Source: an optimization exercise on an open RTL-to-GDS flow (aim: small area, a short achievable clock period and few clock cycles per item). Production flows keep margins and buffers that such runs may drop. Function was checked by simulation only, so behaviour that the tests miss may differ from the original. Power and IR drop assume default switching activity.

==> xenon: inputs <==
// fpmul64
module fpmul64 (
    input         clk,
    input         rst,
    input         valid,
    input  [63:0] a,
    input  [63:0] b,
    output [63:0] result,
    output [2:0]  fex,
    output        done
);
==> flow/config.mk <==
export PLATFORM = sky130hd
export DESIGN_NAME = fpmul64
export DESIGN_NICKNAME = fpmul64
export VERILOG_FILES = /design/flow/design.v
export SDC_FILE = /design/flow/constraint.sdc
export NUM_CORES = 8
export LEC_CHECK = 0
export ABC_AREA = 1
export CAP_MARGIN = 30
export CORE_MARGIN = 2
export CORE_UTILIZATION = 40
export SLEW_MARGIN = 30
==> flow/constraint.sdc <==
create_clock -name core_clock -period 16.0 [get_ports {clk}]
set_input_delay 3.2000 -clock core_clock [delete_from_list [all_inputs] [get_ports {clk}]]
set_output_delay 3.2000 -clock core_clock [all_outputs]
set_load 0.01 [all_outputs]
standard.sh (not shown) runs the stock make flow with config.mk's settings and CLKGATE_MAP_FILE= SYNTH_SCRIPT=/design/flow/synth_recipe.tcl, a recipe that flattens the netlist after the stock synthesis.
==> flow/flow/run.sh <==
#!/bin/bash
# Own layout flow.
#  1. the standard synthesis (standard.sh synth), unchanged.
#  2. flow/netopt.py: a clean-up of the synthesised netlist's combinational cells. It removes
#     the buffers ABC inserted (placement buffers nets again where the layout needs it) and most
#     of the inverters Yosys's extract_fa leaves between full adders: a full adder is self-dual
#     (FA(~a,~b,~c) = ~FA(a,b,c)) and an XOR/XNOR gate absorbs an inversion by swapping kind, so
#     some of them can work on complemented signals. Registers are not touched.
set -euo pipefail
R=orfs/results/${FLOW_PLATFORM}/fpmul64/base
bash standard.sh synth > synth.log 2>&1
cp "$R/1_2_yosys.v" 1_2_yosys.standard.v
python3 flow/netopt.py 1_2_yosys.standard.v 1_2_yosys.netopt.v > netopt.log 2>&1
cp 1_2_yosys.netopt.v "$R/1_2_yosys.v"
rm -f "$R/1_synth.odb"
bash standard.sh SETUP_SLACK_MARGIN=11.7 \
  "CTS_ARGS=-sink_clustering_enable -repair_clock_nets -sink_clustering_size 30 -sink_clustering_max_diameter 100 -dont_use_dummy_load" \
  POST_GLOBAL_ROUTE_TCL=$PWD/flow/grt_post.tcl \
  "BUFFER_PORTS_ARGS=-buffer_cell sky130_fd_sc_hd__buf_2" \
  finish > pnr.log 2>&1
==> flow/flow/grt_post.tcl <==
# After global routing and its antenna repair (POST_GLOBAL_ROUTE_TCL): the diodes load their
# nets, so buffer again any net they push over its slew or capacitance limits (with a margin
# for the detailed routing to come), and route the changed nets.
repair_design -slew_margin 30 -cap_margin 30
global_route -start_incremental
detailed_placement
global_route -end_incremental
check_placement -verbose
Other scripts of this flow, unchanged in this note and not shown: flow/flow/netopt.py
==> pepper (differences from xenon) <==
--- a/flow/config.mk
+++ b/flow/config.mk
@@ -10,3 +10,4 @@
 export CORE_MARGIN = 2
-export CORE_UTILIZATION = 40
+export CORE_UTILIZATION = 55
+export PLACE_DENSITY = 0.65
 export SLEW_MARGIN = 30
==> willow (differences from xenon) <==
--- a/flow/flow/run.sh
+++ b/flow/flow/run.sh
@@ -15,4 +15,3 @@
 rm -f "$R/1_synth.odb"
-bash standard.sh SETUP_SLACK_MARGIN=11.7 \
-  "CTS_ARGS=-sink_clustering_enable -repair_clock_nets -sink_clustering_size 30 -sink_clustering_max_diameter 100 -dont_use_dummy_load" \
+bash standard.sh SETUP_SLACK_MARGIN=11.5 CTS_CLUSTER_SIZE=30 CTS_CLUSTER_DIAMETER=100 \
   POST_GLOBAL_ROUTE_TCL=$PWD/flow/grt_post.tcl \
==> flow/flow/grt_post.tcl (replaced) <==
# After global routing (POST_GLOBAL_ROUTE_TCL):
# 2. the diodes load their nets: buffer again any net they push over its slew or capacitance
#    limits, and route the changed nets.
repair_antennas -iterations 5 -ratio_margin 20
estimate_parasitics -global_routing
global_route -start_incremental
repair_design -slew_margin 30 -cap_margin 30
detailed_placement
global_route -end_incremental
check_placement -verbose
==> lagoon (differences from xenon) <==
--- a/flow/flow/run.sh
+++ b/flow/flow/run.sh
@@ -15,3 +15,3 @@
 rm -f "$R/1_synth.odb"
-bash standard.sh SETUP_SLACK_MARGIN=11.7 \
+bash standard.sh SETUP_SLACK_MARGIN=11.8 \
   "CTS_ARGS=-sink_clustering_enable -repair_clock_nets -sink_clustering_size 30 -sink_clustering_max_diameter 100 -dont_use_dummy_load" \
--- a/flow/config.mk
+++ b/flow/config.mk
@@ -10,3 +10,4 @@
 export CORE_MARGIN = 2
-export CORE_UTILIZATION = 40
+export CORE_UTILIZATION = 55
+export PLACE_DENSITY = 0.65
 export SLEW_MARGIN = 30
==> qor summary <==
| metric | willow | xenon | pepper | lagoon |
|---|---|---|---|---|
| Outcome | stopped before the end | complete, no violations | complete, no violations | complete, no violations |
| Stage where the flow stopped | global routing (5_1_grt) | - | - | - |
| First-pass iteration count of the detailed router | - | 15 | 22 | 21 |
| Crit path depth | - | 1 | 7 | 1 |
| Max-Slew Margin vs Limit | - | 30.9% | 36.8% | 30.7% |
| Number of endpoints with negative hold slack in the final report | - | 0 | 0 | 0 |
| Crit. Startpoint | - | u_mul.result[60] | u_mul.r1_neg[21] | u_mul.result[51] |
| Post-layout net count | - | 11000 | 10900 | 11000 |
| Number of flip-flops and latches | - | 758 | 758 | 758 |
| Most common library cell in the layout ignoring fill and taps | - | sky130_fd_sc_hd__xor2_1 | sky130_fd_sc_hd__xor2_1 | sky130_fd_sc_hd__xor2_1 |
| # clk buffers | - | 50 | 41 | 43 |
| Die extent in x | 459 um | 459 um | 392 um | 392 um |
| Minimum hold slack | - | 0.321 ns | 0.273 ns | 0.319 ns |
| Leading power group | - | combinational cells | combinational cells | combinational cells |
| Post-layout minimum cycle time | - | 4.46 ns | 4.53 ns | 4.38 ns |
| Clock tree from TritonCTS | - | built | built | built |
Testbench counts of xenon, summed over its fixed seeds: cycles 32,032, items 32,000.
Testbench counts of pepper, summed over its fixed seeds: cycles 32,032, items 32,000.
Testbench counts of willow, summed over its fixed seeds: cycles 32,032, items 32,000.
Testbench counts of lagoon, summed over its fixed seeds: cycles 32,032, items 32,000.

* * *

==> run a <==
fpmul64 again, from the RTL that the note above started with.
==> flow/config.mk <==
export PLATFORM = sky130hd
export DESIGN_NAME = fpmul64
export DESIGN_NICKNAME = fpmul64
export VERILOG_FILES = /design/flow/design.v
export SDC_FILE = /design/flow/constraint.sdc
export NUM_CORES = 8
export LEC_CHECK = 0
export ABC_AREA = 1
export CAP_MARGIN = 30
export CORE_MARGIN = 2
export CORE_UTILIZATION = 40
export SLEW_MARGIN = 30
==> flow/constraint.sdc <==
create_clock -name core_clock -period 16.0 [get_ports {clk}]
set_input_delay 3.2000 -clock core_clock [delete_from_list [all_inputs] [get_ports {clk}]]
set_output_delay 3.2000 -clock core_clock [all_outputs]
set_load 0.01 [all_outputs]
==> flow/flow/run.sh <==
#!/bin/bash
# Own layout flow.
#  1. the standard synthesis (standard.sh synth), unchanged.
#  2. flow/netopt.py: a clean-up of the synthesised netlist's combinational cells. It removes
#     the buffers ABC inserted (placement buffers nets again where the layout needs it) and most
#     of the inverters Yosys's extract_fa leaves between full adders: a full adder is self-dual
#     (FA(~a,~b,~c) = ~FA(a,b,c)) and an XOR/XNOR gate absorbs an inversion by swapping kind, so
#     some of them can work on complemented signals. Registers are not touched.
set -euo pipefail
R=orfs/results/${FLOW_PLATFORM}/fpmul64/base
bash standard.sh synth > synth.log 2>&1
cp "$R/1_2_yosys.v" 1_2_yosys.standard.v
python3 flow/netopt.py 1_2_yosys.standard.v 1_2_yosys.netopt.v > netopt.log 2>&1
cp 1_2_yosys.netopt.v "$R/1_2_yosys.v"
rm -f "$R/1_synth.odb"
bash standard.sh SETUP_SLACK_MARGIN=11.7 CTS_CLUSTER_SIZE=30 CTS_CLUSTER_DIAMETER=100 \
  POST_GLOBAL_ROUTE_TCL=$PWD/flow/grt_post.tcl \
  "BUFFER_PORTS_ARGS=-buffer_cell sky130_fd_sc_hd__buf_2" \
  finish > pnr.log 2>&1
Other scripts of this flow, unchanged in this note and not shown: flow/flow/grt_post.tcl, flow/flow/netopt.py
==> run b (differences from run a) <==
--- a/flow/flow/run.sh
+++ b/flow/flow/run.sh
@@ -15,3 +15,4 @@
 rm -f "$R/1_synth.odb"
-bash standard.sh SETUP_SLACK_MARGIN=11.7 CTS_CLUSTER_SIZE=30 CTS_CLUSTER_DIAMETER=100 \
+bash standard.sh SETUP_SLACK_MARGIN=11.8 \
+  "CTS_ARGS=-sink_clustering_enable -repair_clock_nets -sink_clustering_size 30 -sink_clustering_max_diameter 100 -dont_use_dummy_load" \
   POST_GLOBAL_ROUTE_TCL=$PWD/flow/grt_post.tcl \
==> summary.txt <==
metric	run b	run a
Multi-input gate share of the layout cell area	69.3%	69.7%
Net switching power of the design	11.9 mW	12.0 mW
Switching portion of total power	51.9%	52.0%
R2R Path End	u_mul.r2_t[156]	u_mul.r2_t[148]
Share of layout cells above drive strength 1	10.4%	9.55%
Count of clock buffers in the final design	52	56
GRT Overall Usage	35.1%	34.9%
Met3 global-route usage	16.9%	16.3%
Clock net power	1.28 mW	1.60 mW
Number of vias in the routed layout	80700	79600
Placement Cell Area	88700 um2	88700 um2
Run status	complete, no violations	complete, no violations
Layout-stage area growth over the synthesis result	15.1%	14.1%
Post-route worst hold slack	0.261 ns	0.331 ns
Cts bufs inserted	52	50
Antenna violations before repair	17	11
Testbench counts of run a, summed over its fixed seeds: cycles 32,032, items 32,000.
Testbench counts of run b, summed over its fixed seeds: cycles 32,032, items 32,000.

## port drivers added, routing unchanged
In the flow no input, the clock included, has a driving cell. The finished layouts below were timed again as built, in two steps.
Step 1 assumes that a clkbuf_16 drives the clock port and a buf_2 every other input.
Step 2 moves the port delays by t, midway between the first and last clock arrival at a register: inputs arrive t later, outputs are due t later. That takes back most of the time a late clock gives input paths.
a / b / c = ideal / step 1 / step 2; a / b = the first two.
run | shift t [ns] | setup WS [ns] | hold WS [ns] | worst setup path after step 2 | worst slew at a driven data input, ns
xenon | 0.803 | 11.541 / 11.450 / 11.162 | 0.321 / 0.321 / 0.321 | input to register | 0.06
pepper | 0.784 | 11.466 / 11.466 / 11.073 | 0.273 / 0.273 / 0.273 | input to register | 0.05
lagoon | 0.775 | 11.616 / 11.527 / 11.232 | 0.319 / 0.319 / 0.319 | input to register | 0.05
run a | 0.850 | 11.531 / 11.439 / 11.170 | 0.331 / 0.331 / 0.331 | input to register | 0.06
run b | 0.824 | 11.534 / 11.435 / 11.153 | 0.261 / 0.261 / 0.261 | input to register | 0.05
After both steps every run listed still meets setup and hold. For pepper, which loses most, drivers alone change the setup slack by 0.000 ns; drivers and shift together by -0.393 ns.
